What follows belongs to an exercise in optimizing a design on an open flow for small area, a short achievable clock period and few clock cycles per item; a production flow would make more cautious choices. Where RTL was checked, it was by simulation tests only, not by an equivalence proof against the original. Function not checked in runs 1 and 2: the RTL went through the layout flow alone. Power and IR drop assume default switching activity.

--- flow/constraint.sdc ---
create_clock -name core_clock -period 6.0 [get_ports {clk}]
set_input_delay 1.2000 -clock core_clock [delete_from_list [all_inputs] [get_ports {clk}]]
set_output_delay 1.2000 -clock core_clock [all_outputs]
set_load 0.01 [all_outputs]
--- flow/standard.sh ---
#!/bin/bash
# synth_recipe.tcl (not shown) runs the flow's synth.tcl, then flattens the netlist and writes it again
# the make line also repeats each setting of config.mk as NAME=value (left out here)
make -C /OpenROAD-flow-scripts/flow DESIGN_CONFIG=/design/flow/config.mk WORK_HOME=/design/flow/orfs CLKGATE_MAP_FILE= SYNTH_SCRIPT=/design/flow/synth_recipe.tcl "${@:-finish}"
--- flow/config.mk ---
export PLATFORM = sky130hd
export DESIGN_NAME = top
export DESIGN_NICKNAME = top
export VERILOG_FILES = /design/flow/design.v
export SDC_FILE = /design/flow/constraint.sdc
export NUM_CORES = 4
export LEC_CHECK = 0
export CAP_MARGIN = 20
export CORE_MARGIN = 2
export CORE_UTILIZATION = 40
export SETUP_SLACK_MARGIN = 3.1
export SLEW_MARGIN = 20
--- flow/design.v ---
module processor(
input   clk,
input   ld_a,
input   [3:0] c,         
input   [31:0] b_rdata,
output  [31:0] b_wdata
    );
reg [31:0] w1;
always @(posedge clk) if (ld_a) w1 <= b_rdata;
wire [63:0] p = {b_rdata, w1};
wire [6:0] a0 = p[6:0],   a1 = p[13:7],  a2 = p[20:14], a3 = p[27:21];
wire [6:0] b0 = p[34:28], b1 = p[41:35], b2 = p[48:42], b3 = p[55:49];
wire [4:0] op = p[60:56];
wire is_add = op[0], is_sub = op[1], is_mul = op[2], is_tra = op[3], is_det = op[4];
wire is_as = is_add | is_sub;
wire l3 = c[0], l0 = c[1], l1 = c[2], l2 = c[3];
reg tra_r;    
reg det0;     
reg sa;       
reg sb;       
reg sd;       
always @(posedge clk) begin
    tra_r <= b_rdata[27];
    det0  <= c[0] & b_rdata[28];
    sa    <= c[0] | (c[1] & ~tra_r);
    sb    <= c[0] | c[1] | (c[2] & tra_r);
    sd    <= c[0] | c[2];
end
wire [6:0] ma = sa ? a0 : a2;    
wire [6:0] mb = sb ? a1 : a3;    
wire [6:0] max3 = ma + {ma[5:0], 1'b0};
wire [6:0] mbx3 = mb + {mb[5:0], 1'b0};
wire [6:0] da = det0 ? a3 : (sd ? b0 : b1);
wire [6:0] db = det0 ? ~a2 : (sd ? b2 : b3);
wire mulen = is_mul | det0;
wire adda = (is_as & (l0 | l2)) | (is_tra & (l0 | l1));
wire addb = (is_as & (l1 | l3)) | (is_tra & (l2 | l3));
reg sx;       
always @(posedge clk) sx <= c[0] | c[1];
wire [6:0] bl = sx ? da : db;
wire [6:0] x = ({7{is_as}} & (bl ^ {7{is_sub}})) | ({7{det0}} & a1);
wire pa0_1 = ((mulen & da[0] & ~da[1]) | adda);
wire pa0_2 = mulen & ~da[0] & da[1];
wire pa0_3 = mulen & da[0] & da[1];
wire pa0_r0 = (pa0_1 & ma[0]) | (pa0_3 & max3[0]);
wire pa0_r1 = (pa0_1 & ma[1]) | (pa0_2 & ma[0]) | (pa0_3 & max3[1]);
wire pa0_r2 = (pa0_1 & ma[2]) | (pa0_2 & ma[1]) | (pa0_3 & max3[2]);
wire pa0_r3 = (pa0_1 & ma[3]) | (pa0_2 & ma[2]) | (pa0_3 & max3[3]);
wire pa0_r4 = (pa0_1 & ma[4]) | (pa0_2 & ma[3]) | (pa0_3 & max3[4]);
wire pa0_r5 = (pa0_1 & ma[5]) | (pa0_2 & ma[4]) | (pa0_3 & max3[5]);
wire pa0_r6 = (pa0_1 & ma[6]) | (pa0_2 & ma[5]) | (pa0_3 & max3[6]);
wire pa1_1 = (mulen & da[2] & ~da[3]);
wire pa1_2 = mulen & ~da[2] & da[3];
wire pa1_3 = mulen & da[2] & da[3];
wire pa1_r2 = (pa1_1 & ma[0]) | (pa1_3 & max3[0]);
wire pa1_r3 = (pa1_1 & ma[1]) | (pa1_2 & ma[0]) | (pa1_3 & max3[1]);
wire pa1_r4 = (pa1_1 & ma[2]) | (pa1_2 & ma[1]) | (pa1_3 & max3[2]);
wire pa1_r5 = (pa1_1 & ma[3]) | (pa1_2 & ma[2]) | (pa1_3 & max3[3]);
wire pa1_r6 = (pa1_1 & ma[4]) | (pa1_2 & ma[3]) | (pa1_3 & max3[4]);
wire pa2_1 = (mulen & da[4] & ~da[5]);
wire pa2_2 = mulen & ~da[4] & da[5];
wire pa2_3 = mulen & da[4] & da[5];
wire pa2_r4 = (pa2_1 & ma[0]) | (pa2_3 & max3[0]);
wire pa2_r5 = (pa2_1 & ma[1]) | (pa2_2 & ma[0]) | (pa2_3 & max3[1]);
wire pa2_r6 = (pa2_1 & ma[2]) | (pa2_2 & ma[1]) | (pa2_3 & max3[2]);
wire pa3_1 = (mulen & da[6] & ~1'b0);
wire pa3_2 = mulen & ~da[6] & 1'b0;
wire pa3_3 = mulen & da[6] & 1'b0;
wire pa3_r6 = (pa3_1 & ma[0]) | (pa3_3 & max3[0]);
wire pb0_1 = ((mulen & db[0] & ~db[1]) | addb);
wire pb0_2 = mulen & ~db[0] & db[1];
wire pb0_3 = mulen & db[0] & db[1];
wire pb0_r0 = (pb0_1 & mb[0]) | (pb0_3 & mbx3[0]);
wire pb0_r1 = (pb0_1 & mb[1]) | (pb0_2 & mb[0]) | (pb0_3 & mbx3[1]);
wire pb0_r2 = (pb0_1 & mb[2]) | (pb0_2 & mb[1]) | (pb0_3 & mbx3[2]);
wire pb0_r3 = (pb0_1 & mb[3]) | (pb0_2 & mb[2]) | (pb0_3 & mbx3[3]);
wire pb0_r4 = (pb0_1 & mb[4]) | (pb0_2 & mb[3]) | (pb0_3 & mbx3[4]);
wire pb0_r5 = (pb0_1 & mb[5]) | (pb0_2 & mb[4]) | (pb0_3 & mbx3[5]);
wire pb0_r6 = (pb0_1 & mb[6]) | (pb0_2 & mb[5]) | (pb0_3 & mbx3[6]);
wire pb1_1 = (mulen & db[2] & ~db[3]);
wire pb1_2 = mulen & ~db[2] & db[3];
wire pb1_3 = mulen & db[2] & db[3];
wire pb1_r2 = (pb1_1 & mb[0]) | (pb1_3 & mbx3[0]);
wire pb1_r3 = (pb1_1 & mb[1]) | (pb1_2 & mb[0]) | (pb1_3 & mbx3[1]);
wire pb1_r4 = (pb1_1 & mb[2]) | (pb1_2 & mb[1]) | (pb1_3 & mbx3[2]);
wire pb1_r5 = (pb1_1 & mb[3]) | (pb1_2 & mb[2]) | (pb1_3 & mbx3[3]);
wire pb1_r6 = (pb1_1 & mb[4]) | (pb1_2 & mb[3]) | (pb1_3 & mbx3[4]);
wire pb2_1 = (mulen & db[4] & ~db[5]);
wire pb2_2 = mulen & ~db[4] & db[5];
wire pb2_3 = mulen & db[4] & db[5];
wire pb2_r4 = (pb2_1 & mb[0]) | (pb2_3 & mbx3[0]);
wire pb2_r5 = (pb2_1 & mb[1]) | (pb2_2 & mb[0]) | (pb2_3 & mbx3[1]);
wire pb2_r6 = (pb2_1 & mb[2]) | (pb2_2 & mb[1]) | (pb2_3 & mbx3[2]);
wire pb3_1 = (mulen & db[6] & ~1'b0);
wire pb3_2 = mulen & ~db[6] & 1'b0;
wire pb3_3 = mulen & db[6] & 1'b0;
wire pb3_r6 = (pb3_1 & mb[0]) | (pb3_3 & mbx3[0]);
wire t_s1;
wire t_c2;
wire t_s3;
wire t_c4;
wire t_s5;
wire t_s6;
assign t_s1 = pa0_r4 ^ pa1_r4;
assign t_c2 = pa0_r4 & pa1_r4;
assign t_s3 = pa0_r5 ^ pa1_r5 ^ pa2_r5;
assign t_c4 = (pa0_r5 & pa1_r5) | (pa0_r5 & pa2_r5) | (pa1_r5 & pa2_r5);
assign t_s5 = pa0_r6 ^ pa1_r6 ^ pa2_r6;
assign t_s6 = pa3_r6 ^ pb0_r6 ^ pb1_r6;
reg [34:0] s1;
reg s1_det;
always @(posedge clk) begin
    s1 <= {t_s6, t_s5, t_c4, x[6], pb3_r6, pb2_r6, t_s3, t_c2, x[5], pb2_r5, pb1_r5, pb0_r5, t_s1, x[4], pb2_r4, pb1_r4, pb0_r4, pa2_r4, x[3], pb1_r3, pb0_r3, pa1_r3, pa0_r3, x[2], pb1_r2, pb0_r2, pa1_r2, pa0_r2, x[1], pb0_r1, pa0_r1, is_sub, x[0], pb0_r0, pa0_r0};
    s1_det <= det0;
end
wire u_s1;
wire u_c2;
wire u_s3;
wire u_c4;
wire u_s5;
wire u_c6;
wire u_s7;
wire u_c8;
wire u_s9;
wire u_c10;
wire u_s11;
wire u_c12;
wire u_s13;
wire u_s14;
wire u_s15;
wire u_c16;
wire u_s17;
wire u_c18;
wire u_s19;
wire u_c20;
wire u_s21;
wire u_c22;
wire u_s23;
wire u_c24;
wire u_s25;
wire u_c26;
wire u_s27;
wire u_s28;
wire u_c29;
wire u_s30;
wire u_c31;
wire u_s32;
wire u_c33;
wire u_s34;
wire u_c35;
wire u_s36;
wire u_c37;
wire u_s38;
wire u_c39;
wire u_s40;
assign u_s1 = s1[7] ^ s1[8];
assign u_c2 = s1[7] & s1[8];
assign u_s3 = s1[12] ^ s1[13] ^ s1[14];
assign u_c4 = (s1[12] & s1[13]) | (s1[12] & s1[14]) | (s1[13] & s1[14]);
assign u_s5 = s1[17] ^ s1[18] ^ s1[19];
assign u_c6 = (s1[17] & s1[18]) | (s1[17] & s1[19]) | (s1[18] & s1[19]);
assign u_s7 = s1[20] ^ s1[21];
assign u_c8 = s1[20] & s1[21];
assign u_s9 = s1[23] ^ s1[24] ^ s1[25];
assign u_c10 = (s1[23] & s1[24]) | (s1[23] & s1[25]) | (s1[24] & s1[25]);
assign u_s11 = s1[26] ^ s1[27] ^ s1[28];
assign u_c12 = (s1[26] & s1[27]) | (s1[26] & s1[28]) | (s1[27] & s1[28]);
assign u_s13 = s1[29] ^ s1[30] ^ s1[31];
assign u_s14 = s1[32] ^ s1[33] ^ s1[34];
assign u_s15 = s1[0] ^ s1[1];
assign u_c16 = s1[0] & s1[1];
assign u_s17 = s1[4] ^ s1[5];
assign u_c18 = s1[4] & s1[5];
assign u_s19 = s1[9] ^ s1[10] ^ s1[11];
assign u_c20 = (s1[9] & s1[10]) | (s1[9] & s1[11]) | (s1[10] & s1[11]);
assign u_s21 = s1[15] ^ s1[16] ^ u_c2;
assign u_c22 = (s1[15] & s1[16]) | (s1[15] & u_c2) | (s1[16] & u_c2);
assign u_s23 = s1[22] ^ u_c4 ^ u_s5;
assign u_c24 = (s1[22] & u_c4) | (s1[22] & u_s5) | (u_c4 & u_s5);
assign u_s25 = u_c6 ^ u_c8 ^ u_s9;
assign u_c26 = (u_c6 & u_c8) | (u_c6 & u_s9) | (u_c8 & u_s9);
assign u_s27 = u_c10 ^ u_c12 ^ u_s13;
assign u_s28 = s1[2] ^ s1[3];
assign u_c29 = s1[2] & s1[3];
assign u_s30 = s1[6] ^ u_c16 ^ u_s17;
assign u_c31 = (s1[6] & u_c16) | (s1[6] & u_s17) | (u_c16 & u_s17);
assign u_s32 = u_s1 ^ u_c18 ^ u_s19;
assign u_c33 = (u_s1 & u_c18) | (u_s1 & u_s19) | (u_c18 & u_s19);
assign u_s34 = u_s3 ^ u_c20 ^ u_s21;
assign u_c35 = (u_s3 & u_c20) | (u_s3 & u_s21) | (u_c20 & u_s21);
assign u_s36 = u_s7 ^ u_c22 ^ u_s23;
assign u_c37 = (u_s7 & u_c22) | (u_s7 & u_s23) | (u_c22 & u_s23);
assign u_s38 = u_s11 ^ u_c24 ^ u_s25;
assign u_c39 = (u_s11 & u_c24) | (u_s11 & u_s25) | (u_c24 & u_s25);
assign u_s40 = u_s14 ^ u_c26 ^ u_s27;
wire [6:0] ra = {u_c39, u_c37, u_c35, u_c33, u_c31, u_c29, u_s15};
wire [6:0] rb = {u_s40, u_s38, u_s36, u_s34, u_s32, u_s30, u_s28};
wire [6:0] r = ra + rb;
reg [27:0] res;
always @(posedge clk) res <= {r[6] & ~s1_det, r[5:0], res[27:7]};
assign b_wdata = {4'd0, res[6:0], res[27:21], res[20:14], res[13:7]};
endmodule
module controller(
input clk,
input rst,                
input  [31:0] b_rdata,
output [31:0] addr,
output [3:0] we,
output en,
output ld_a,
output [3:0] c
    );
reg f, r1, r2, c0, c1, c2, c3, c4, wr;
reg k0, k1, k2;            
wire kd = ~(k0 | k1 | k2);
always @(posedge clk or negedge rst) begin
    if (!rst) begin
        f  <= 1'b1;
        r1 <= 1'b0;
        r2 <= 1'b0;
        c0 <= 1'b0;
        c1 <= 1'b0;
        c2 <= 1'b0;
        c3 <= 1'b0;
        c4 <= 1'b0;
        wr <= 1'b0;
        k0 <= 1'b1;
        k1 <= 1'b0;
        k2 <= 1'b0;
    end else begin
        f  <= (f & kd) | (r1 & ~b_rdata[31]) | wr;
        r1 <= f & ~kd;
        r2 <= r1 & b_rdata[31];
        c0 <= r2;
        c1 <= c0;
        c2 <= c1;
        c3 <= c2;
        c4 <= c3;
        wr <= c4;
        if (wr) begin
            k0 <= 1'b0;
            k1 <= k0;
            k2 <= k1;
        end
    end
end
wire [3:0] widx;
assign widx[0] = (r1 & (k0 | k2)) | ((r2 | wr) & k1);
assign widx[1] = (r1 & k2) | (r2 & k0) | (wr & (k0 | k1));
assign widx[2] = (r1 & (k1 | k2)) | (r2 & k1) | (wr & k2);
assign widx[3] = (r2 & k2) | wr;
assign en   = (f & ~kd) | r1 | r2 | wr;
assign we   = {4{wr}};
assign addr = {26'd0, widx, 2'b00};
assign ld_a = r2;
assign c    = {c3, c2, c1, c0};
endmodule
module top(
input clk,
input rst,
input  [31:0] b_rdata,
output [31:0] b_wdata,
output [31:0] addr,
output [3:0] we,
output en,
output rstout
    );
wire       ld_a;
wire [3:0] c;
assign rstout = ~rst;
processor po(
        .clk(clk),
        .ld_a(ld_a),
        .c(c),
        .b_rdata(b_rdata),
        .b_wdata(b_wdata)
    );
controller co(
        .clk(clk),
        .rst(rst),
        .b_rdata(b_rdata),
        .addr(addr),
        .we(we),
        .en(en),
        .ld_a(ld_a),
        .c(c)
    );
endmodule
--- flow/flow/run.sh ---
#!/bin/bash
set -e
export BUFFER_PORTS_ARGS="-buffer_cell sky130_fd_sc_hd__buf_1"
export SKIP_REPAIR_TIE_FANOUT=1
export CTS_ARGS="-sink_clustering_enable -repair_clock_nets -dont_use_dummy_load -sink_clustering_size 40 -sink_clustering_max_diameter 80 -buf_list {sky130_fd_sc_hd__clkbuf_4 sky130_fd_sc_hd__clkbuf_8}"
bash standard.sh > standard.log 2>&1
==> results.json, run 1 <==
{
  "status": "finished clean",
  "n_antenna_cell": 0,
  "gr-usage-all-layers": 0.1743,
  "crit_path_top_delay_cell": "nor2_1",
  "grt_pass1_vias": 3774,
  "core_area_sq_um": 13930,
  "ys.flop_type": "dfxtp_1",
  "syn_area_sq_um": 5707,
  "max_stage_delay_ns": 0.75,
  "post_drt_wl_per_cell_microns": 16.62,
  "yosys_warnings": 2,
  "fmax_mhz": 347.0,
  "cts_root_buf": "clkbuf_8",
  "fillers": 1343,
  "dp.final_hpwl_mm": 9.366,
  "gp_congestion": 0.9412,
  "power.switching_uw": 463.5,
  "synth-edff-count": 32,
  "die_area_sq_um": 15240,
  "yosysSeqAreaShare": 0.4670,
  "cp_data_required_time_ns": 6.29,
  "start_kind": "input port",
  "hold_buffers": 0,
  "finalWirelength_mm": 12.39,
  "grt_max_degree": 39,
  "setup_violations": 0,
  "cap_violations": 0,
  "slew_headroom": 0.3427,
  "synth_nets": 592,
  "io_buffers": 71,
  "ys_types": 62,
  "grt_pass1_wl_mm": 19.62,
  "die_h_microns": 123.4,
  "pin_count": 104,
  "largest-register": "po.s1",
  "fin_ws_ns": 3.118,
  "fin_crit_sh": 0.4804,
  "p_sw_frac": 0.2689,
  "p_comb_frac": 0.175,
  "syn_area_per_cell_sq_um": 11.00,
  "cts_tree": "done",
  "finalSetupTns_ns": 0,
  "p_leak_nw": 2.505,
  "worstPathCellList": "buf_1, nor2_1, nor3_1, a221o_1, fa_1",
  "cts.clk_slew.worst_paths_ns": 0.07,
  "top_regs": "po.s1: 35 flops, po.w1: 32 flops, po.res: 28 flops",
  "period_minus_slack_ns": 2.882,
  "placed_cells": 724,
  "drtIter0Drc": 253,
  "ant_nets": 0,
  "cts_made_buffers": 17,
  "ys_ff_latch": 114,
  "area_delta_synth_final_pct": 8.836,
  "cp.arrival_ns": 3.17,
  "fin_nets": 640,
  "die_x_microns": 123.4,
  "p_seq_frac": 0.537,
  "clkSinkCount": 114,
  "drcViolationCount": 0,
  "htreeDepth": 4,
  "vias": 3796,
  "drive_gt1_frac": 0.1345,
  "firstDrtPassIters": 5,
  "placed_area_sq_um": 5868,
  "synth_cells": 519,
  "final_cell_mix": "69 x buf_1, 67 x dfxtp_1, 47 x nand2_1",
  "p_per_area_nw_per_um2": 277.5,
  "power.internal_mw": 1.260,
  "final_common_cell": "buf_1",
  "antenna_found_initial": 0,
  "ys_async_sr_fraction": 0.1053,
  "final-hold-violation-count": 0,
  "fin_worst_skew_ns": 0.02457,
  "initial_core_util": 0.4095,
  "clock_power_share": 0.288,
  "ir_drop_mv": 0.1729,
  "stdcell_area_sq_um": 6211,
  "hold_path.class": "register to register",
  "worstPathMaxFanout": 13,
  "slew_violations": 0,
  "dp_slack_ns": 2.685,
  "clk_latency_ns": 0.43,
  "grt_overflow": 0,
  "placement_rows": 43,
  "cp-end-kind": "register",
  "instances_no_fill": 745,
  "largest_reg_flops": 35,
  "avgViaCountPerCell": 5.095,
  "tightest_slew_ns": 0.9822,
  "critical_path_class": "input port to register",
  "rsz0062_at_grt": "true",
  "cts_buffer_depth": 2
}
==> power by group through the flow <==
stage / sequential [mW] / combinational (mW) / clock (mW)
2_1_floorplan: 0.982 / 0.170 / 0
3_3_place_gp: 0.940 / 0.299 / 0
3_5_place_dp: 0.944 / 0.299 / 0
4_1_cts: 0.929 / 0.301 / 0.512
5_1_grt: 0.939 / 0.347 / 0.547
6_report: 0.925 / 0.302 / 0.497
==> stage by stage <==
step | hold WS [ns] | total power [mW] | util
after floorplan | 0.3312 | 1.152 | -
after global placement | 0.3328 | 1.239 | 0.4211
after detailed placement | 0.3367 | 1.244 | 0.4211
after CTS | 0.3475 | 1.742 | 0.4402
after global routing | 0.3538 | 1.833 | 0.4457
final | 0.3471 | 1.724 | 0.4457
==> logic make-up (layout without fill, tap and decap cells) <==
| kind of cell | count (synthesis) | after routing | synth area share |
|---|---|---|---|
| fa+ha+maj | 39 | 39 | 0.1079 |
| xor+xnor | 29 | 29 | 0.04451 |
| compound gates | 95 | 95 | 0.1151 |
| simple gates | 104 | 104 | 0.08309 |
| flops | 114 | 114 | 0.4670 |
| other cells | 1 | 1 | 0.0006571 |
| buf+inv | 91 | 137 | 0.08945 |
| mux | 46 | 46 | 0.09230 |
==> synth_stat cells, types with 5 or more instances <==
master     n  area [sq um]
nand2_1   47         176.4
ha_1      22         275.3
xor2_1     6         52.55
a22oi_1    9         67.56
dfrtp_1   10         250.2
a21oi_1   17         85.08
a221o_1    5         50.05
o21ai_0   23         115.1
a21o_1     9         67.56
mux2i_1   19         190.2
xnor2_1   23         201.4
nor2_1    26         97.59
buf_2      5         25.02
fa_1      17         340.3
mux2_2    22         247.7
edfxtp_1  32         960.9
inv_1     42         157.7
dfxtp_1   70          1401
nor2b_1    9         56.30
buf_4     37         277.8
==> routing by layer <==
| metal | vias up | track usage | part of all wire | wire [microns] |
|---|---|---|---|---|
| met5 | - | 0 | 0 | 0 |
| li1 | 1830 | - | - | - |
| met3 | 14 | 0.05166 | 0.067 | 835 |
| met2 | 152 | 0.2802 | 0.47 | 5880 |
| met1 | 1800 | 0.2269 | 0.45 | 5523 |
| met4 | 0 | 0.05256 | 0.012 | 146 |
==> timing repair <==
item,CTS,global route
endpoints found under the setup margin,7,9
hold endpoints to repair,0,0
setup buffers,1,3
pin swaps,0,2
resized for setup,6,16
==> worst max-delay path, delay by kind of cell <==
| kind | cells | cell delay (ns) |
|---|---|---|
| adder cells (fa/ha/maj) | 1 | 0.49 |
| buffers and inverters | 1 | 0.10 |
| AO/OA/AOI/OAI | 1 | 0.43 |
| AND/OR/NAND/NOR | 2 | 0.95 |
==> layout make-up <==
type,count,area (sq um),share of cell area
multi-input cells,314,2587,0.4166
flip-flops and latches,114,2674,0.4305
inverters,43,161.4,0.02599
clock buffers,17,234.0,0.03767
repair buffers,77,329.1,0.05298
well taps,180,225.2,0.03626
==> worst paths after layout <==
path / start / endpoint / slack [ns] / cells past startpoint
max: b_rdata[26] / po.s1[28] / 3.12 / 5
min reg2reg: po.res[10] / po.res[3] / 0.35 / 0
max in group asynchronous: rst / co.f / 5.14 / 1
max reg2reg: po.sa / po.s1[28] / 3.19 / 11
min in group asynchronous: rst / co.r1 / 0.63 / 1
min: po.res[10] / po.res[3] / 0.35 / 0
==> inputs of run 2 (changes only) <==
--- a/flow/config.mk
+++ b/flow/config.mk
@@ -8,5 +8,5 @@
 export CAP_MARGIN = 20
 export CORE_MARGIN = 2
 export CORE_UTILIZATION = 40
-export SETUP_SLACK_MARGIN = 3.1
+export SETUP_SLACK_MARGIN = 3.2
 export SLEW_MARGIN = 20
==> run 2 against run 1 <==
Compared with the run above: total power grew 0.21%; via count grew 0.66%; non-clock buffer count grew 4; cell count grew 0.54%; largest power group unchanged.
==> results.json, run 2 <==
{
  "n_antenna_cell": 0,
  "die_area_sq_um": 15240,
  "grt_max_degree": 39,
  "syn_area_per_cell_sq_um": 11.00,
  "max_stage_delay_ns": 0.42,
  "fmax_mhz": 350.2,
  "yosysSeqAreaShare": 0.4670,
  "finalSetupTns_ns": 0,
  "die_x_microns": 123.4,
  "io_buffers": 71,
  "critical_path_class": "register to output pin",
  "top_regs": "po.s1: 35 flops, po.w1: 32 flops, po.res: 28 flops",
  "drtIter0Drc": 268,
  "synth_top_area_frac": 0.2456,
  "drive_gt1_frac": 0.1634,
  "antenna_found_initial": 0,
  "pin_count": 104,
  "area_delta_synth_final_pct": 10.22,
  "cp-end-kind": "output pin",
  "rsz0062_at_grt": "true",
  "clkSinkCount": 114,
  "die_h_microns": 123.4,
  "dp_slack_ns": 2.702,
  "fin_worst_skew_ns": 0.02147,
  "start_kind": "register",
  "finalWirelength_mm": 12.30,
  "core_area_sq_um": 13930,
  "fin_crit_sh": 0.4759,
  "vias": 3821,
  "htreeDepth": 4,
  "worstPathCellList": "nor3_4, nor2b_1, or4_1, clkbuf_2",
  "p_leak_nw": 2.534,
  "synth_cells": 519,
  "synth_top_cell_by_area": "dfxtp_1",
  "ys.flop_type": "dfxtp_1",
  "critPathBufInv": 1,
  "ys_async_sr_fraction": 0.1053,
  "worstPathMaxFanout": 2,
  "cts_buffer_depth": 2,
  "final-hold-violation-count": 0,
  "ys_types": 62,
  "grt_pass1_wl_mm": 19.60,
  "synth_nets": 592,
  "avgViaCountPerCell": 5.101,
  "setup_violations": 0,
  "fin_ws_ns": 3.144,
  "synth-edff-count": 32,
  "ys_ff_latch": 114,
  "period_minus_slack_ns": 2.856,
  "fillers": 1322,
  "cp_data_required_time_ns": 4.80,
  "ant_nets": 0,
  "gp_congestion": 0.9475,
  "timing.reg2reg.setup_slack_ns": 3.25,
  "cts.clk_slew.worst_paths_ns": 0.06,
  "largest-register": "po.s1",
  "synth.area.top_cells": "dfxtp_1 25%, edfxtp_1 17%, fa_1 6.0%",
  "cp.arrival_ns": 1.66,
  "crit_path_top_delay_cell": "dfrtp_2",
  "p_per_area_nw_per_um2": 274.6,
  "syn_area_sq_um": 5707,
  "yosys_warnings": 2,
  "grt_pass1_vias": 3808,
  "slew_headroom": 0.5695,
  "cts_root_buf": "clkbuf_8",
  "largest_reg_flops": 35,
  "final_cell_mix": "67 x buf_1, 66 x dfxtp_1, 47 x nand2_1",
  "hold_path.class": "register to register",
  "drcViolationCount": 0,
  "initial_core_util": 0.4095,
  "slew_violations": 0,
  "firstDrtPassIters": 6,
  "status": "finished clean",
  "ir_drop_mv": 0.1614,
  "post_drt_wl_per_cell_microns": 16.42,
  "final_common_cell": "buf_1",
  "cts_made_buffers": 17,
  "critPathTopFamily": "simple AND/OR/NAND/NOR gates",
  "placement_rows": 43,
  "clk_latency_ns": 0.43,
  "netlist_top_cells_count": "70 x dfxtp_1, 47 x nand2_1, 42 x inv_1",
  "dp.final_hpwl_mm": 9.309,
  "gr-usage-all-layers": 0.1744,
  "tightest_slew_ns": 0.6450,
  "grt_overflow": 0,
  "yosysMostFrequentCell": "dfxtp_1",
  "fin_nets": 644,
  "cts_tree": "done",
  "cap_violations": 0
}
[run 2: layer usage]
layer	GRT usage	part of all wire
met4	0.06250	0.022
met5	0	0
met3	0.05074	0.053
met1	0.2337	0.47
met2	0.2682	0.46
[run 2: kinds of logic (layout without fill, tap and decap cells)]
kind of cell,count (synthesis),after routing,share of synthesized area
flip-flops,114,114,0.4670
adder cells (fa/ha/maj),39,39,0.1079
other,1,1,0.0006571
AND/OR/NAND/NOR,104,104,0.08309
buffers and inverters,91,141,0.08945
XOR/XNOR,29,29,0.04451
multiplexers,46,46,0.09230
AO/OA/AOI/OAI,95,95,0.1151
[run 2: cell type report]
class	instances	area [sq um]	share of cell area
well taps	180	225.2	0.03581
clock buffers	17	234.0	0.03720
inverters	43	161.4	0.02566
multi-input cells	314	2611	0.4152
flip-flops and latches	114	2675	0.4253
repair buffers	81	382.9	0.06087
[run 2: path summary, 6_finish.rpt]
check                               start         to  depth (start not counted)
worst min-delay path            po.res[9]  po.res[2]                          0
worst min register to register  po.res[9]  po.res[2]                          0
worst max register to register      po.sa  po.s1[28]                         11
min in group asynchronous             rst      co.c4                          1
max in group asynchronous             rst       co.f                          1
worst max-delay path                co.k1         en                          4
[run 2: what timing repair did]
item | in CTS | in global routing
pin swaps | 3 | 10
cloned | 0 | 1
endpoints found under the setup margin | 10 | 9
buffers inserted | 2 | 5
hold buffers | 0 | 0
resized for setup | 13 | 21
[run 2: report_power, final]
| part | total, mW | internal [mW] | switching, mW |
|---|---|---|---|
| sequential | 0.926 | 0.891 | 0.0353 |
| combinational | 0.307 | 0.125 | 0.182 |
| clock | 0.494 | 0.247 | 0.247 |
[run 2: per-stage QoR]
| stage | util | cells | power, mW | area (sq um) | hold WS, ns |
|---|---|---|---|---|---|
| floorplan | - | 519 | 1.152 | 5719 | 0.3312 |
| global route | 0.4514 | 749 | 1.833 | 6290 | 0.3510 |
| global placement | 0.4217 | 724 | 1.238 | 5877 | 0.3344 |
| detailed placement | 0.4217 | 724 | 1.244 | 5877 | 0.3334 |
| finish | 0.4514 | 749 | 1.727 | 6290 | 0.3420 |
| CTS | 0.4430 | 743 | 1.742 | 6173 | 0.3457 |
==> inputs of run 3 (changes only) <==
--- a/flow/design.v
+++ b/flow/design.v
@@ -35,9 +35,7 @@
 wire mulen = is_mul | det0;
 wire adda = (is_as & (l0 | l2)) | (is_tra & (l0 | l1));
 wire addb = (is_as & (l1 | l3)) | (is_tra & (l2 | l3));
-reg sx;       
-always @(posedge clk) sx <= c[0] | c[1];
-wire [6:0] bl = sx ? da : db;
+wire [6:0] bl = ({7{l0}} & b0) | ({7{l1}} & b1) | ({7{l2}} & b2) | ({7{l3}} & b3);
 wire [6:0] x = ({7{is_as}} & (bl ^ {7{is_sub}})) | ({7{det0}} & a1);
 wire pa0_1 = ((mulen & da[0] & ~da[1]) | adda);
 wire pa0_2 = mulen & ~da[0] & da[1];
@@ -100,33 +98,59 @@
 wire t_s3;
 wire t_c4;
 wire t_s5;
-wire t_s6;
-assign t_s1 = pa0_r4 ^ pa1_r4;
-assign t_c2 = pa0_r4 & pa1_r4;
-assign t_s3 = pa0_r5 ^ pa1_r5 ^ pa2_r5;
-assign t_c4 = (pa0_r5 & pa1_r5) | (pa0_r5 & pa2_r5) | (pa1_r5 & pa2_r5);
-assign t_s5 = pa0_r6 ^ pa1_r6 ^ pa2_r6;
-assign t_s6 = pa3_r6 ^ pb0_r6 ^ pb1_r6;
-reg [34:0] s1;
+wire t_c6;
+wire t_s7;
+wire t_c8;
+wire t_s9;
+wire t_c10;
+wire t_s11;
+wire t_c12;
+wire t_s13;
+wire t_c14;
+wire t_s15;
+wire t_c16;
+wire t_s17;
+wire t_s18;
+wire t_s19;
+assign t_s1 = pa0_r0 ^ pb0_r0 ^ x[0];
+assign t_c2 = (pa0_r0 & pb0_r0) | (pa0_r0 & x[0]) | (pb0_r0 & x[0]);
+assign t_s3 = pa0_r1 ^ pb0_r1 ^ x[1];
+assign t_c4 = (pa0_r1 & pb0_r1) | (pa0_r1 & x[1]) | (pb0_r1 & x[1]);
+assign t_s5 = pa0_r2 ^ pa1_r2 ^ pb0_r2;
+assign t_c6 = (pa0_r2 & pa1_r2) | (pa0_r2 & pb0_r2) | (pa1_r2 & pb0_r2);
+assign t_s7 = pa0_r3 ^ pa1_r3 ^ pb0_r3;
+assign t_c8 = (pa0_r3 & pa1_r3) | (pa0_r3 & pb0_r3) | (pa1_r3 & pb0_r3);
+assign t_s9 = pa0_r4 ^ pa1_r4 ^ pa2_r4;
+assign t_c10 = (pa0_r4 & pa1_r4) | (pa0_r4 & pa2_r4) | (pa1_r4 & pa2_r4);
+assign t_s11 = pb0_r4 ^ pb1_r4 ^ pb2_r4;
+assign t_c12 = (pb0_r4 & pb1_r4) | (pb0_r4 & pb2_r4) | (pb1_r4 & pb2_r4);
+assign t_s13 = pa0_r5 ^ pa1_r5 ^ pa2_r5;
+assign t_c14 = (pa0_r5 & pa1_r5) | (pa0_r5 & pa2_r5) | (pa1_r5 & pa2_r5);
+assign t_s15 = pb0_r5 ^ pb1_r5 ^ pb2_r5;
+assign t_c16 = (pb0_r5 & pb1_r5) | (pb0_r5 & pb2_r5) | (pb1_r5 & pb2_r5);
+assign t_s17 = pa0_r6 ^ pa1_r6 ^ pa2_r6;
+assign t_s18 = pa3_r6 ^ pb0_r6 ^ pb1_r6;
+assign t_s19 = pb2_r6 ^ pb3_r6 ^ x[6];
+reg [25:0] s1;
 reg s1_det;
 always @(posedge clk) begin
-    s1 <= {t_s6, t_s5, t_c4, x[6], pb3_r6, pb2_r6, t_s3, t_c2, x[5], pb2_r5, pb1_r5, pb0_r5, t_s1, x[4], pb2_r4, pb1_r4, pb0_r4, pa2_r4, x[3], pb1_r3, pb0_r3, pa1_r3, pa0_r3, x[2], pb1_r2, pb0_r2, pa1_r2, pa0_r2, x[1], pb0_r1, pa0_r1, is_sub, x[0], pb0_r0, pa0_r0};
+    s1 <= {t_s19, t_s18, t_s17, t_c16, t_c14, t_s15, t_s13, t_c12, t_c10, x[5], t_s11, t_s9, t_c8, x[4], t_s7, t_c6, x[3], pb1_r3, t_s5, t_c4, x[2], pb1_r2, t_s3, t_c2, t_s1, is_sub};
     s1_det <= det0;
 end
 wire u_s1;
 wire u_c2;
 wire u_s3;
-wire u_c4;
-wire u_s5;
-wire u_c6;
-wire u_s7;
-wire u_c8;
-wire u_s9;
-wire u_c10;
-wire u_s11;
-wire u_c12;
+wire u_s4;
+wire u_c5;
+wire u_s6;
+wire u_c7;
+wire u_s8;
+wire u_c9;
+wire u_s10;
+wire u_c11;
+wire u_s12;
 wire u_s13;
-wire u_s14;
+wire u_c14;
 wire u_s15;
 wire u_c16;
 wire u_s17;
@@ -134,67 +158,29 @@
 wire u_s19;
 wire u_c20;
 wire u_s21;
-wire u_c22;
-wire u_s23;
-wire u_c24;
-wire u_s25;
-wire u_c26;
-wire u_s27;
-wire u_s28;
-wire u_c29;
-wire u_s30;
-wire u_c31;
-wire u_s32;
-wire u_c33;
-wire u_s34;
-wire u_c35;
-wire u_s36;
-wire u_c37;
-wire u_s38;
-wire u_c39;
-wire u_s40;
-assign u_s1 = s1[7] ^ s1[8];
-assign u_c2 = s1[7] & s1[8];
-assign u_s3 = s1[12] ^ s1[13] ^ s1[14];
-assign u_c4 = (s1[12] & s1[13]) | (s1[12] & s1[14]) | (s1[13] & s1[14]);
-assign u_s5 = s1[17] ^ s1[18] ^ s1[19];
-assign u_c6 = (s1[17] & s1[18]) | (s1[17] & s1[19]) | (s1[18] & s1[19]);
-assign u_s7 = s1[20] ^ s1[21];
-assign u_c8 = s1[20] & s1[21];
-assign u_s9 = s1[23] ^ s1[24] ^ s1[25];
-assign u_c10 = (s1[23] & s1[24]) | (s1[23] & s1[25]) | (s1[24] & s1[25]);
-assign u_s11 = s1[26] ^ s1[27] ^ s1[28];
-assign u_c12 = (s1[26] & s1[27]) | (s1[26] & s1[28]) | (s1[27] & s1[28]);
-assign u_s13 = s1[29] ^ s1[30] ^ s1[31];
-assign u_s14 = s1[32] ^ s1[33] ^ s1[34];
-assign u_s15 = s1[0] ^ s1[1];
-assign u_c16 = s1[0] & s1[1];
-assign u_s17 = s1[4] ^ s1[5];
-assign u_c18 = s1[4] & s1[5];
-assign u_s19 = s1[9] ^ s1[10] ^ s1[11];
-assign u_c20 = (s1[9] & s1[10]) | (s1[9] & s1[11]) | (s1[10] & s1[11]);
-assign u_s21 = s1[15] ^ s1[16] ^ u_c2;
-assign u_c22 = (s1[15] & s1[16]) | (s1[15] & u_c2) | (s1[16] & u_c2);
-assign u_s23 = s1[22] ^ u_c4 ^ u_s5;
-assign u_c24 = (s1[22] & u_c4) | (s1[22] & u_s5) | (u_c4 & u_s5);
-assign u_s25 = u_c6 ^ u_c8 ^ u_s9;
-assign u_c26 = (u_c6 & u_c8) | (u_c6 & u_s9) | (u_c8 & u_s9);
-assign u_s27 = u_c10 ^ u_c12 ^ u_s13;
-assign u_s28 = s1[2] ^ s1[3];
-assign u_c29 = s1[2] & s1[3];
-assign u_s30 = s1[6] ^ u_c16 ^ u_s17;
-assign u_c31 = (s1[6] & u_c16) | (s1[6] & u_s17) | (u_c16 & u_s17);
-assign u_s32 = u_s1 ^ u_c18 ^ u_s19;
-assign u_c33 = (u_s1 & u_c18) | (u_s1 & u_s19) | (u_c18 & u_s19);
-assign u_s34 = u_s3 ^ u_c20 ^ u_s21;
-assign u_c35 = (u_s3 & u_c20) | (u_s3 & u_s21) | (u_c20 & u_s21);
-assign u_s36 = u_s7 ^ u_c22 ^ u_s23;
-assign u_c37 = (u_s7 & u_c22) | (u_s7 & u_s23) | (u_c22 & u_s23);
-assign u_s38 = u_s11 ^ u_c24 ^ u_s25;
-assign u_c39 = (u_s11 & u_c24) | (u_s11 & u_s25) | (u_c24 & u_s25);
-assign u_s40 = u_s14 ^ u_c26 ^ u_s27;
-wire [6:0] ra = {u_c39, u_c37, u_c35, u_c33, u_c31, u_c29, u_s15};
-wire [6:0] rb = {u_s40, u_s38, u_s36, u_s34, u_s32, u_s30, u_s28};
+assign u_s1 = s1[16] ^ s1[17];
+assign u_c2 = s1[16] & s1[17];
+assign u_s3 = s1[21] ^ s1[22] ^ s1[23];
+assign u_s4 = s1[4] ^ s1[5];
+assign u_c5 = s1[4] & s1[5];
+assign u_s6 = s1[8] ^ s1[9] ^ s1[10];
+assign u_c7 = (s1[8] & s1[9]) | (s1[8] & s1[10]) | (s1[9] & s1[10]);
+assign u_s8 = s1[12] ^ s1[13] ^ s1[14];
+assign u_c9 = (s1[12] & s1[13]) | (s1[12] & s1[14]) | (s1[13] & s1[14]);
+assign u_s10 = s1[18] ^ s1[19] ^ s1[20];
+assign u_c11 = (s1[18] & s1[19]) | (s1[18] & s1[20]) | (s1[19] & s1[20]);
+assign u_s12 = s1[24] ^ s1[25] ^ u_c2;
+assign u_s13 = s1[6] ^ s1[7];
+assign u_c14 = s1[6] & s1[7];
+assign u_s15 = s1[11] ^ u_c5 ^ u_s6;
+assign u_c16 = (s1[11] & u_c5) | (s1[11] & u_s6) | (u_c5 & u_s6);
+assign u_s17 = s1[15] ^ u_c7 ^ u_s8;
+assign u_c18 = (s1[15] & u_c7) | (s1[15] & u_s8) | (u_c7 & u_s8);
+assign u_s19 = u_s1 ^ u_c9 ^ u_s10;
+assign u_c20 = (u_s1 & u_c9) | (u_s1 & u_s10) | (u_c9 & u_s10);
+assign u_s21 = u_s3 ^ u_c11 ^ u_s12;
+wire [6:0] ra = {u_c20, u_c18, u_c16, u_c14, u_s4, s1[2], s1[0]};
+wire [6:0] rb = {u_s21, u_s19, u_s17, u_s15, u_s13, s1[3], s1[1]};
 wire [6:0] r = ra + rb;
 reg [27:0] res;
 always @(posedge clk) res <= {r[6] & ~s1_det, r[5:0], res[27:7]};
==> run 3 against run 2 <==
Compared with the run above: fmax rose by 0.98%; non-clock buffer count rose by 13; wire length rose by 3.9%; first-iteration DRC count rose by 7.1%; hold slack barely moved; count of clock-buffer cells in the layout fell by 8; design area fell by 3.9%; register-to-register slack barely moved; synthesized cell count fell by 3.1%; synthesized area fell by 5.5%; largest power group unchanged.
==> results.json, run 3 <==
{
  "status": "finished clean",
  "final_cell_mix": "67 x buf_1, 57 x dfxtp_1, 38 x inv_1",
  "synth_cells": 503,
  "finalSetupTns_ns": 0,
  "crit_path_top_delay_cell": "dfrtp_2",
  "syn_area_sq_um": 5391,
  "largest_reg_flops": 32,
  "drtIter0Drc": 287,
  "io_buffers": 71,
  "min_from": "po.res[22]",
  "ys_async_sr_fraction": 0.1154,
  "final_common_cell": "buf_1",
  "holdPathStages": 0,
  "area_delta_synth_final_pct": 12.11,
  "grt_pass1_wl_mm": 20.20,
  "power.internal_mw": 1.065,
  "reg2reg_to": "po.s1[20]",
  "routed-wl-met3_microns": 774,
  "gr-usage-all-layers": 0.1838,
  "synth_top_cell_by_area": "dfxtp_1",
  "hold_end": "po.res[15]",
  "cts_root_buf": "clkbuf_8",
  "post_drt_wl_per_cell_microns": 17.45,
  "die_h_microns": 120.1,
  "hold_buffers": 0,
  "antenna_found_initial": 0,
  "initial_core_util": 0.4087,
  "setup_violations": 0,
  "worstPathMaxFanout": 2,
  "cts.clk_slew.worst_paths_ns": 0.09,
  "r2r_cells": 11,
  "ys_types": 53,
  "avgViaCountPerCell": 5.191,
  "p_leak_nw": 2.451,
  "slew_violations": 0,
  "fmax_mhz": 353.6,
  "firstDrtPassIters": 5,
  "fin_worst_skew_ns": 0.03666,
  "p_seq_frac": 0.577,
  "met1Wirelength_mm": 5.671,
  "synth-edff-count": 32,
  "top_regs": "po.w1: 32 flops, po.res: 28 flops, po.s1: 26 flops",
  "fin_nets": 628,
  "pin_count": 104,
  "placement_rows": 42,
  "rsz0062_at_grt": "true",
  "die_area_sq_um": 14420,
  "vias": 3800,
  "cp-end-kind": "output pin",
  "timing.reg2reg.setup_slack_ns": 3.25,
  "wl_met2_mm": 5.946,
  "drive_gt1_frac": 0.1601,
  "syn_area_per_cell_sq_um": 10.72,
  "fillers": 1264,
  "finalWirelength_mm": 12.77,
  "critical_path_class": "register to output pin",
  "yosys_warnings": 2,
  "clk_latency_ns": 0.38,
  "grt_max_degree": 34,
  "ir_drop_mv": 0.1037,
  "cts_tree": "done",
  "multi_input_area_sq_um": 2577,
  "tightest_slew_ns": 0.6727,
  "period_minus_slack_ns": 2.828,
  "cp_data_required_time_ns": 4.80,
  "n_antenna_cell": 0,
  "start_kind": "register",
  "p_comb_frac": 0.190,
  "holdWs_ns": 0.3418,
  "htreeDepth": 3,
  "worstPathCellList": "nor3_4, nor2b_1, or4_1, buf_2",
  "clock_power_share": 0.232,
  "rr_startpoint": "po.sb",
  "gp_congestion": 0.9400,
  "max_stage_delay_ns": 0.44,
  "top_layer_used": "met4",
  "synth_nets": 573,
  "cp.arrival_ns": 1.63,
  "synth.area.top_cells": "dfxtp_1 22%, edfxtp_1 18%, fa_1 6.3%",
  "die_x_microns": 120.1,
  "p_sw_frac": 0.2817,
  "cap_violations": 0,
  "cts_made_buffers": 9,
  "grt_pass1_vias": 3756,
  "power.switching_uw": 417.6,
  "clkSinkCount": 104,
  "yosysSeqAreaShare": 0.4572,
  "fin_crit_sh": 0.4713,
  "p_per_area_nw_per_um2": 245.3,
  "final-hold-violation-count": 0,
  "cts_buffer_depth": 2,
  "grt_overflow": 0,
  "yosysMostFrequentCell": "dfxtp_1",
  "hold_path.class": "register to register",
  "synth_top_area_frac": 0.2228,
  "slew_headroom": 0.5498,
  "largest-register": "po.w1",
  "seqCellArea_sq_um": 2477,
  "drcViolationCount": 0,
  "core_area_sq_um": 13190,
  "dp.final_hpwl_mm": 9.451,
  "netlist_top_cells_count": "60 x dfxtp_1, 41 x inv_1, 37 x nand2_1",
  "ys.flop_type": "dfxtp_1",
  "ys_ff_latch": 104,
  "ant_nets": 0
}
[run 3: cell types whose count changed after synthesis, moves of 6 or more]
cell / change
a221oi_1: +6
a22o_1: +7
a22oi_1: +6
dfxtp_1: -10
mux2_2: -15
mux2i_1: +8
nand2_1: -10
o22ai_1: +9
[run 3: worst max-delay path by stage]
stage                      endpoint         from  cells after the start
final                            en        co.k1                      4
after global placement    po.s1[15]  b_rdata[10]                      7
after CTS                        en        co.k1                      4
after floorplan           po.s1[20]        po.sb                     11
after detailed placement  po.s1[15]  b_rdata[10]                      7
after global routing             en        co.k0                      4
[run 3: cells by family (layout without fill, tap and decap cells)]
kind of cell / count (synthesis) / count (layout) / share of synthesized area
compound gates: 117 / 117 / 0.1453
xor+xnor: 28 / 28 / 0.04549
fa+ha+maj: 36 / 36 / 0.1072
buf+inv: 92 / 145 / 0.09329
flops: 104 / 104 / 0.4572
mux: 41 / 41 / 0.08262
other cells: 1 / 1 / 0.0006955
simple gates: 84 / 84 / 0.06823
[run 3: stage by stage]
stage          power [mW]    util  instances  instance area (sq um)  worst slack, ns
6_report            1.483  0.4583        732                   6045            3.172
5_1_grt             1.574  0.4583        732                   6045            3.118
4_1_cts             1.505  0.4475        724                   5903            3.179
3_5_place_dp        1.157  0.4221        702                   5568            2.627
3_3_place_gp        1.148  0.4221        702                   5568            2.763
2_1_floorplan       1.064       -        503                   5414            3.192
[run 3: worst max-delay path, delay by kind of cell, from the launching register on]
kind          cells  cell delay [ns]
buf+inv           1             0.15
simple gates      3             0.67
flops             1             0.44
[run 3: layout make-up]
| class | count | share of cell area |
|---|---|---|
| Inverter | 42 | 0.02608 |
| Clock buffer | 9 | 0.02049 |
| Tap cell | 176 | 0.03643 |
| Sequential cell | 104 | 0.4099 |
| Timing Repair Buffer | 94 | 0.08073 |
| Multi-Input combinational cell | 307 | 0.4264 |
[run 3: power groups by stage]
stage	sequential, mW	combinational [mW]	clock (mW)
5_1_grt	0.869	0.320	0.386
4_1_cts	0.859	0.283	0.363
2_1_floorplan	0.910	0.154	0
3_5_place_dp	0.876	0.281	0
6_report	0.856	0.282	0.345
3_3_place_gp	0.870	0.278	0
[run 3: timing repair]
action,in CTS,in global routing
setup buffers,12,8
pin swaps,1,5
setup endpoints to repair,19,16
gates cloned,1,0
resized for setup,26,26
[run 3: per-layer routing]
| metal | vias to the layer above | track usage |
|---|---|---|
| li1 | 1825 | - |
| met5 | - | 0 |
| met4 | 0 | 0.06912 |
| met2 | 146 | 0.2979 |
| met1 | 1799 | 0.2388 |
| met3 | 30 | 0.04278 |
Testbench counts of run 3, summed over its fixed seeds: cycles 8,960, items 960.
==> inputs of run 4 (changes only) <==
--- a/flow/config.mk
+++ b/flow/config.mk
@@ -8,5 +8,5 @@
 export CAP_MARGIN = 20
 export CORE_MARGIN = 2
 export CORE_UTILIZATION = 40
-export SETUP_SLACK_MARGIN = 3.2
+export SETUP_SLACK_MARGIN = 3.15
 export SLEW_MARGIN = 20
==> run 4 against run 3 <==
Compared with the run above: still clean; first-iteration DRC count down 7.7%; global-route usage up 0.11 points; via count is 0.34% higher; flip-flop and latch count is the same; non-clock buffer count fell by 1; sequential share of layout area rose by 0.28 points; clock skew fell by 0.0099 ns; critical path type unchanged.
==> results.json, run 4 <==
{
  "status": "finished clean",
  "cts_tree": "done",
  "ys_ff_latch": 104,
  "fin_crit_sh": 0.4713,
  "worstPathMaxFanout": 2,
  "cts_buffer_depth": 2,
  "synth_top_area_frac": 0.2228,
  "dp.final_hpwl_mm": 9.698,
  "netlist_top_cells_count": "60 x dfxtp_1, 41 x inv_1, 37 x nand2_1",
  "timing.reg2reg.setup_slack_ns": 3.21,
  "htreeDepth": 3,
  "p_per_area_nw_per_um2": 246.7,
  "grt_max_degree": 34,
  "final_cell_mix": "69 x buf_1, 57 x dfxtp_1, 38 x inv_1",
  "synth.area.top_cells": "dfxtp_1 22%, edfxtp_1 18%, fa_1 6.3%",
  "max_stage_delay_ns": 0.51,
  "fin_worst_skew_ns": 0.02674,
  "min_from": "po.res[18]",
  "cp-end-kind": "output pin",
  "instances_no_fill": 731,
  "utilization": 0.4556,
  "fmax_mhz": 353.6,
  "largest_reg_flops": 32,
  "finalWirelength_mm": 12.81,
  "synth_top_cell_by_area": "dfxtp_1",
  "ys.flop_type": "dfxtp_1",
  "synth_nets": 573,
  "stdcell_area_sq_um": 6010,
  "power.switching_uw": 417.6,
  "hold_buffers": 0,
  "largest-register": "po.w1",
  "final-hold-violation-count": 0,
  "clkSinkCount": 104,
  "grt_overflow": 0,
  "ys_async_sr_fraction": 0.1154,
  "io_buffers": 71,
  "yosysMostFrequentCell": "dfxtp_1",
  "period_minus_slack_ns": 2.828,
  "cts.clk_slew.worst_paths_ns": 0.10,
  "synth-edff-count": 32,
  "firstDrtPassIters": 4,
  "antenna_found_initial": 0,
  "syn_area_per_cell_sq_um": 10.72,
  "start_kind": "register",
  "syn_area_sq_um": 5391,
  "ys_types": 53,
  "initial_core_util": 0.4087,
  "cp_data_required_time_ns": 4.80,
  "pin_count": 104,
  "placed_area_sq_um": 5560,
  "die_area_sq_um": 14420,
  "critical_path_class": "register to output pin",
  "grt_pass1_wl_mm": 20.23,
  "hold_end": "po.res[11]",
  "p_seq_frac": 0.576,
  "r2r_cells": 10,
  "cts_root_buf": "clkbuf_8",
  "cap_violations": 0,
  "placement_rows": 42,
  "vias": 3813,
  "setup_violations": 0,
  "area_delta_synth_final_pct": 11.46,
  "reg2reg_to": "po.s1[20]",
  "cp.arrival_ns": 1.63,
  "p_leak_nw": 2.432,
  "fin_nets": 627,
  "holdPathStages": 0,
  "drcViolationCount": 0,
  "p_sw_frac": 0.2817,
  "die_h_microns": 120.1,
  "gr-usage-all-layers": 0.1849,
  "slew_headroom": 0.6484,
  "ant_nets": 0,
  "worstPathCellList": "buf_12, or4_1, buf_2",
  "yosysSeqAreaShare": 0.4572,
  "crit_path_top_delay_cell": "dfrtp_4",
  "gp_congestion": 0.8774,
  "post_drt_wl_per_cell_microns": 17.52,
  "tightest_slew_ns": 0.5239,
  "core_area_sq_um": 13190,
  "synth_cells": 503,
  "hold_path.class": "register to register",
  "rr_startpoint": "po.w1[24]",
  "final_common_cell": "buf_1",
  "ir_drop_mv": 0.1095,
  "clk_latency_ns": 0.37,
  "avgViaCountPerCell": 5.216,
  "drive_gt1_frac": 0.1477,
  "cts_made_buffers": 9,
  "drtIter0Drc": 265,
  "clock_power_share": 0.233,
  "yosys_warnings": 2,
  "placed_cells": 702,
  "finalSetupTns_ns": 0,
  "die_x_microns": 120.1,
  "rsz0062_at_grt": "true",
  "power.internal_mw": 1.065,
  "n_antenna_cell": 0,
  "slew_violations": 0,
  "top_regs": "po.w1: 32 flops, po.res: 28 flops, po.s1: 26 flops",
  "p_comb_frac": 0.191,
  "grt_pass1_vias": 3766
}
[run 4: cell type report]
class | instances | area [sq um]
inverter | 42 | 157.7
clock buffer | 9 | 123.9
timing repair buffer | 93 | 478.0
tap | 176 | 220.2
sequential | 104 | 2480
multi-input combinational | 307 | 2550
fill | 1260 | 7181
[run 4: metal layers]
metal,vias up,wire [microns],global-route usage
met1,1858,5632,0.2474
met5,-,0,0
met3,13,688,0.03850
li1,1820,-,-
met2,122,6306,0.3047
met4,0,181,0.04853
[run 4: kinds of logic after synthesis]
logic type	count (synthesis)	synth area share
buf+inv	92	0.09329
mux	41	0.08262
xor+xnor	28	0.04549
flops	104	0.4572
simple gates	84	0.06823
other cells	1	0.0006955
compound gates	117	0.1453
fa+ha+maj	36	0.1072
[run 4: what timing repair did]
action                                  CTS  global route
cloned                                    1             0
endpoints found under the setup margin   18            18
resized for setup                        30            19
buffers inserted                         10             9
hold endpoints to repair                  0             0
pin swaps                                 0             2
[run 4: how the worst max path moves through the flow]
stage	cells after the start	start	slack, ns	to
after floorplan	6	b_rdata[14]	3.16	po.s1[20]
after global placement	7	b_rdata[10]	2.59	po.s1[15]
after detailed placement	7	b_rdata[10]	2.57	po.s1[15]
after CTS	4	co.k2	3.15	en
after global routing	4	co.k1	3.11	en
final	3	co.r2	3.17	en
[run 4: per-stage QoR]
step,worst slack (ns),total power [mW],hold WS [ns]
after floorplan,3.162,1.064,0.3312
after global placement,2.593,1.150,0.3323
after detailed placement,2.574,1.158,0.3344
after CTS,3.153,1.504,0.3527
after global routing,3.108,1.578,0.3476
final,3.172,1.483,0.3463
[run 4: power groups by stage]
stage / registers [mW] / clock network [mW] / logic (mW)
6_report: 0.854 / 0.345 / 0.283
5_1_grt: 0.867 / 0.393 / 0.318
4_1_cts: 0.857 / 0.361 / 0.287
3_5_place_dp: 0.874 / 0 / 0.284
3_3_place_gp: 0.870 / 0 / 0.280
2_1_floorplan: 0.910 / 0 / 0.154
[run 4: worst max-delay path, delay by kind of cell, from the launching register on]
family / cells / cell delay, ns
simple gates: 1 / 0.46
buf+inv: 2 / 0.28
flops: 1 / 0.51
==> inputs of run 5 (changes only) <==
--- a/flow/config.mk
+++ b/flow/config.mk
@@ -8,5 +8,5 @@
 export CAP_MARGIN = 20
 export CORE_MARGIN = 2
 export CORE_UTILIZATION = 40
-export SETUP_SLACK_MARGIN = 3.15
+export SETUP_SLACK_MARGIN = 3.05
 export SLEW_MARGIN = 20
==> run 5 against run 4 <==
Compared with the run above: clock skew about the same; synthesized cell count did not move; total power fell by 0.46%; flip-flop and latch count unchanged; die area unchanged; wire length shrank 2.9%.
==> results.json, run 5 <==
{
  "dp_slack_ns": 2.623,
  "drive_gt1_frac": 0.1123,
  "critPathBufInv": 1,
  "total_power_mw": 1.476,
  "synth_cells": 503,
  "htreeDepth": 3,
  "gr-usage-all-layers": 0.1785,
  "ys_types": 53,
  "period_minus_slack_ns": 2.903,
  "cap_violations": 0,
  "syn_area_sq_um": 5391,
  "cts_tree": "done",
  "rr_startpoint": "po.sb",
  "cts_made_buffers": 9,
  "startpoint": "b_rdata[14]",
  "yosysMostFrequentCell": "dfxtp_1",
  "fin_ws_ns": 3.097,
  "p_leak_nw": 2.357,
  "die_x_microns": 120.1,
  "synth.area.top_cells": "dfxtp_1 22%, edfxtp_1 18%, fa_1 6.3%",
  "netlist_top_cells_count": "60 x dfxtp_1, 41 x inv_1, 37 x nand2_1",
  "placed_cells": 702,
  "instances_no_fill": 719,
  "p_per_area_nw_per_um2": 251.9,
  "crit_path_top_delay_cell": "fa_1",
  "fin_worst_skew_ns": 0.02677,
  "ys_ff_latch": 104,
  "firstDrtPassIters": 4,
  "initial_core_util": 0.4087,
  "placement_rows": 42,
  "start_kind": "input port",
  "cp_data_required_time_ns": 6.23,
  "cp.arrival_ns": 3.13,
  "grt_max_degree": 38,
  "io_buffers": 71,
  "finalSetupTns_ns": 0,
  "drtIter0Drc": 277,
  "stdcell_area_sq_um": 5858,
  "synth-edff-count": 32,
  "area_delta_synth_final_pct": 8.656,
  "fin_crit_sh": 0.4838,
  "placed_area_sq_um": 5548,
  "utilization": 0.4441,
  "antenna_found_initial": 0,
  "clkSinkCount": 104,
  "largest-register": "po.w1",
  "clk_latency_ns": 0.37,
  "worstPathCellList": "buf_1, mux2_2, o21ai_1, mux2_2, a22oi_1, nor2_1, fa_1",
  "hold_path.class": "register to register",
  "setup_violations": 0,
  "slew_violations": 0,
  "pin_count": 104,
  "final_common_cell": "buf_1",
  "final-hold-violation-count": 0,
  "critPathTopFamily": "multiplexers",
  "slew_headroom": 0.4545,
  "syn_area_per_cell_sq_um": 10.72,
  "yosysSeqAreaShare": 0.4572,
  "n_antenna_cell": 0,
  "top_regs": "po.w1: 32 flops, po.res: 28 flops, po.s1: 26 flops",
  "largest_reg_flops": 32,
  "cts_buffer_depth": 2,
  "die_area_sq_um": 14420,
  "critical_path_class": "input port to register",
  "grt_pass1_wl_mm": 19.67,
  "avgViaCountPerCell": 5.143,
  "worstPathMaxFanout": 5,
  "rsz0062_at_grt": "false",
  "core_area_sq_um": 13190,
  "grt_overflow": 0,
  "max_stage_delay_ns": 0.43,
  "ys_async_sr_fraction": 0.1154,
  "holdWs_ns": 0.3410,
  "ir_drop_mv": 0.1108,
  "cts.clk_slew.worst_paths_ns": 0.08,
  "ant_nets": 0,
  "ys.flop_type": "dfxtp_1",
  "die_h_microns": 120.1,
  "post_drt_wl_per_cell_microns": 17.30,
  "synth_top_cell_by_area": "dfxtp_1",
  "min_from": "po.res[25]",
  "tightest_slew_ns": 0.8097,
  "fillers": 1278,
  "crit_top_cell": "mux2_2",
  "yosys_warnings": 2,
  "hold_buffers": 0,
  "synth_nets": 573,
  "fmax_mhz": 344.5,
  "fin_nets": 615,
  "synth_top_area_frac": 0.2228,
  "vias": 3698,
  "final_cell_mix": "69 x buf_1, 57 x dfxtp_1, 40 x inv_1",
  "grt_pass1_vias": 3638,
  "cp-end-kind": "register",
  "dp.final_hpwl_mm": 9.522,
  "status": "finished clean",
  "gp_congestion": 0.9207,
  "cts_root_buf": "clkbuf_8",
  "drcViolationCount": 0,
  "finalWirelength_mm": 12.44
}
run 5: path summary, 6_finish.rpt:
path                              end  slack (ns)  depth (start not counted)
max                         po.s1[20]        3.10                          7
min                        po.res[18]        0.34                          0
max reg2reg                 po.s1[20]        3.20                         10
min reg2reg                po.res[18]        0.34                          0
max in group asynchronous       co.k0        5.03                          1
min in group asynchronous       co.r2        0.70                          1
run 5: timing repair:
item,in CTS,in global routing
buffers inserted,0,8
endpoints found under the setup margin,14,12
resized for setup,13,20
run 5: report_power, final:
| part | total [mW] | switching (mW) | internal, mW |
|---|---|---|---|
| registers | 0.855 | 0.0350 | 0.820 |
| clock network | 0.337 | 0.202 | 0.135 |
| logic | 0.284 | 0.173 | 0.111 |
| total | 1.48 | 0.410 | 1.07 |
run 5: per-layer routing:
layer / track usage / share of wire / vias to the layer above
met1: 0.2348 / 0.43 / 1764
met4: 0.06471 / 0.018 / 0
li1: - / - / 1795
met3: 0.03802 / 0.064 / 13
met5: 0 / 0 / -
met2: 0.2901 / 0.49 / 126
run 5: area by class of cell:
class	count	area, sq um	share of cell area
Sequential cell	104	2475	0.4225
Clock buffer	9	123.9	0.02114
Inverter	42	157.7	0.02691
Tap cell	176	220.2	0.03759
Timing Repair Buffer	81	344.1	0.05874
Multi-Input combinational cell	307	2537	0.4331
run 5: cell families (layout without fill, tap and decap cells):
family,after synthesis,count (layout),share of synthesized area
other,1,1,0.0006955
adder cells (fa/ha/maj),36,36,0.1072
buffers and inverters,92,132,0.09329
flip-flops,104,104,0.4572
multiplexers,41,41,0.08262
XOR/XNOR,28,28,0.04549
AO/OA/AOI/OAI,117,117,0.1453
AND/OR/NAND/NOR,84,84,0.06823
==> inputs of run 6 (changes only) <==
--- a/flow/config.mk
+++ b/flow/config.mk
@@ -8,5 +8,5 @@
 export CAP_MARGIN = 20
 export CORE_MARGIN = 2
 export CORE_UTILIZATION = 40
-export SETUP_SLACK_MARGIN = 3.05
+export SETUP_SLACK_MARGIN = 3.1
 export SLEW_MARGIN = 20
==> run 6 against run 5 <==
Compared with the run above: still clean; total power about the same; synthesized cell count unchanged; global-route usage up 0.12 points; die area unchanged; synthesized area unchanged; fmax up 2.1%; hold slack better by 0.0083 ns; first-iteration DRC count up 15%; design area up 0.17%; clock skew down 0.0036 ns; clock power about the same; flip-flop and latch count unchanged; largest cell class unchanged; largest power group unchanged.
==> results.json, run 6 <==
{
  "p_per_area_nw_per_um2": 251.5,
  "hold_path.class": "register to register",
  "syn_area_sq_um": 5391,
  "stdcell_area_sq_um": 5868,
  "holdWs_ns": 0.3493,
  "hold_buffers": 0,
  "instances_no_fill": 721,
  "grt_overflow": 0,
  "period_minus_slack_ns": 2.843,
  "vias": 3804,
  "firstDrtPassIters": 5,
  "cts_root_buf": "clkbuf_8",
  "synth_nets": 573,
  "cp_data_required_time_ns": 6.31,
  "core_area_sq_um": 13190,
  "critical_path_class": "register to register",
  "synth_adder_area_share": 0.1072,
  "synth-edff-count": 32,
  "yosysMostFrequentCell": "dfxtp_1",
  "min_from": "po.res[7]",
  "startpoint": "po.w1[24]",
  "cts_tree": "done",
  "fin_crit_sh": 0.4739,
  "ys.flop_type": "dfxtp_1",
  "rr_startpoint": "po.w1[24]",
  "top_regs": "po.w1: 32 flops, po.res: 28 flops, po.s1: 26 flops",
  "fillers": 1273,
  "yosys.area_share.simple": 0.06823,
  "cap_violations": 0,
  "die_h_microns": 120.1,
  "largest_reg_flops": 32,
  "fin_ws_ns": 3.157,
  "netlist_top_cells_count": "60 x dfxtp_1, 41 x inv_1, 37 x nand2_1",
  "avgViaCountPerCell": 5.276,
  "yosysSeqAreaShare": 0.4572,
  "synth.area.top_cells": "dfxtp_1 22%, edfxtp_1 18%, fa_1 6.3%",
  "met1Wirelength_mm": 5.322,
  "p_leak_nw": 2.361,
  "synth_top_area_frac": 0.2228,
  "initial_core_util": 0.4087,
  "synth_cells": 503,
  "worstPathMaxFanout": 4,
  "rsz0062_at_grt": "true",
  "hold_end": "po.res[0]",
  "top_layer_used": "met4",
  "htreeDepth": 3,
  "dp_slack_ns": 2.567,
  "final-hold-violation-count": 0,
  "fin_worst_skew_ns": 0.02313,
  "synthMuxAreaShare": 0.08262,
  "start_kind": "register",
  "finalSetupTns_ns": 0,
  "cp.arrival_ns": 3.15,
  "grt_pass1_wl_mm": 19.69,
  "io_buffers": 71,
  "fmax_mhz": 351.7,
  "utilization": 0.4449,
  "slew_headroom": 0.4487,
  "status": "finished clean",
  "antenna_found_initial": 0,
  "clk_latency_ns": 0.38,
  "cts_made_buffers": 9,
  "die_x_microns": 120.1,
  "drive_gt1_frac": 0.1138,
  "holdPathStages": 0,
  "drcViolationCount": 0,
  "reg2reg_to": "po.s1[20]",
  "largest-register": "po.w1",
  "drtIter0Drc": 318,
  "final_common_cell": "buf_1",
  "clkSinkCount": 104,
  "synth_top_cell_by_area": "dfxtp_1",
  "syn_area_per_cell_sq_um": 10.72,
  "wl_met2_mm": 6.019,
  "grt_pass1_vias": 3713,
  "slew_violations": 0,
  "fin_nets": 617,
  "total_power_mw": 1.476,
  "cp-end-kind": "register",
  "finalWirelength_mm": 12.56,
  "placement_rows": 42,
  "yosys_warnings": 2,
  "synth_top_family_by_area": "compound AO/OA/AOI/OAI gates",
  "multi_input_area_sq_um": 2524,
  "r2r_cells": 10,
  "timing.reg2reg.setup_slack_ns": 3.16,
  "dp.final_hpwl_mm": 9.700,
  "n_antenna_cell": 0,
  "area_delta_synth_final_pct": 8.842,
  "post_drt_wl_per_cell_microns": 17.42,
  "ys_ff_latch": 104,
  "placed_area_sq_um": 5552,
  "final_cell_mix": "69 x buf_1, 57 x dfxtp_1, 40 x inv_1",
  "ys_types": 53,
  "ys_async_sr_fraction": 0.1154,
  "gp_congestion": 0.8766,
  "placed_cells": 702,
  "die_area_sq_um": 14420,
  "grt_max_degree": 38,
  "setup_violations": 0,
  "seqCellArea_sq_um": 2477,
  "tightest_slew_ns": 0.8237,
  "ant_nets": 0,
  "synth_compound_area_frac": 0.1453,
  "synth_xor_area_frac": 0.04549,
  "ir_drop_mv": 0.1189,
  "routed-wl-met3_microns": 956,
  "gr-usage-all-layers": 0.1798,
  "cts.clk_slew.worst_paths_ns": 0.09,
  "pin_count": 104,
  "cts_buffer_depth": 2
}
-- run 6: cell types whose count changed in the layout (fill, tap and decap cells not counted), sizes merged --
cell / change
buf: +1
clkbuf: +1
-- run 6: per-layer routing --
layer	up-vias	track usage
met1	1810	0.2288
met5	-	0
met4	0	0.05368
met2	177	0.2983
met3	22	0.04895
li1	1795	-
-- run 6: area by class of cell --
cell class | count | area share
multi-input combinational | 307 | 0.4301
sequential | 104 | 0.4222
tap | 176 | 0.03753
timing repair buffer | 83 | 0.06226
inverter | 42 | 0.02687
clock buffer | 9 | 0.02111
-- run 6: cell families (layout without fill, tap and decap cells) --
family | Yosys count | after routing
compound gates | 117 | 117
flops | 104 | 104
buf+inv | 92 | 134
simple gates | 84 | 84
mux | 41 | 41
fa+ha+maj | 36 | 36
xor+xnor | 28 | 28
other cells | 1 | 1
-- run 6: power breakdown --
group | leakage (nW) | switching (mW) | internal [mW]
Clock | 0.0647 | 0.203 | 0.135
Combinational | 1.35 | 0.170 | 0.110
Sequential | 0.947 | 0.0381 | 0.820
Total | 2.36 | 0.412 | 1.06
-- run 6: worst max-delay path by stage --
stage / end / slack, ns
2_1_floorplan: po.s1[20] / 3.14
3_3_place_gp: po.s1[15] / 2.60
3_5_place_dp: po.s1[15] / 2.57
4_1_cts: po.s1[15] / 3.01
5_1_grt: po.s1[15] / 3.03
6_report: po.s1[20] / 3.16
-- run 6: critical path, cell delays in order, from the launching register on --
cell      delay [ns]
edfxtp_1        0.49
mux2i_1         0.36
inv_1           0.17
ha_1            0.36
a21o_1          0.20
a21oi_1         0.19
xor2_1          0.17
nand2_1         0.07
o21ai_0         0.09
o22ai_1         0.12
fa_1            0.56
-- run 6: what timing repair did --
action                                  4_1_cts  5_1_grt
pin swaps                                     0        1
setup buffers                                 1        9
gates resized for setup                      12       20
endpoints found under the setup margin       15       13

what the ideal ports hide:
In the flow no input, the clock included, has a driving cell. The finished layouts below were timed again as built, in two steps. Step 1 sets driving cells, clkbuf_16 on the clock port and buf_2 on the other inputs (assumed; they add their load-dependent delay and slew). Step 2 also shifts input and output timing later by t, the mid clock arrival at the registers, as if the neighbouring blocks saw the same clock. Slacks: ideal / step 1 / step 2; pairs: ideal / step 1.
run	t (ns)	slack for setup (ns)	clock arrival spread, ns	worst slew at a driven data input, ns
run 1	0.449	3.118 / 3.114 / 2.666	0.025 / 0.025	0.04
run 2	0.461	3.144 / 3.108 / 2.846	0.025 / 0.026	0.04
run 3	0.398	3.172 / 3.136 / 2.854	0.037 / 0.037	0.04
run 4	0.396	3.172 / 3.136 / 2.817	0.028 / 0.028	0.04
run 5	0.391	3.097 / 3.113 / 2.722	0.034 / 0.034	0.04
run 6	0.408	3.157 / 3.157 / 2.769	0.024 / 0.023	0.03
After both steps every run listed still meets setup and hold. The setup slack of run 1, which loses most, moves by -0.004 ns with the drivers and by -0.452 ns with both steps.
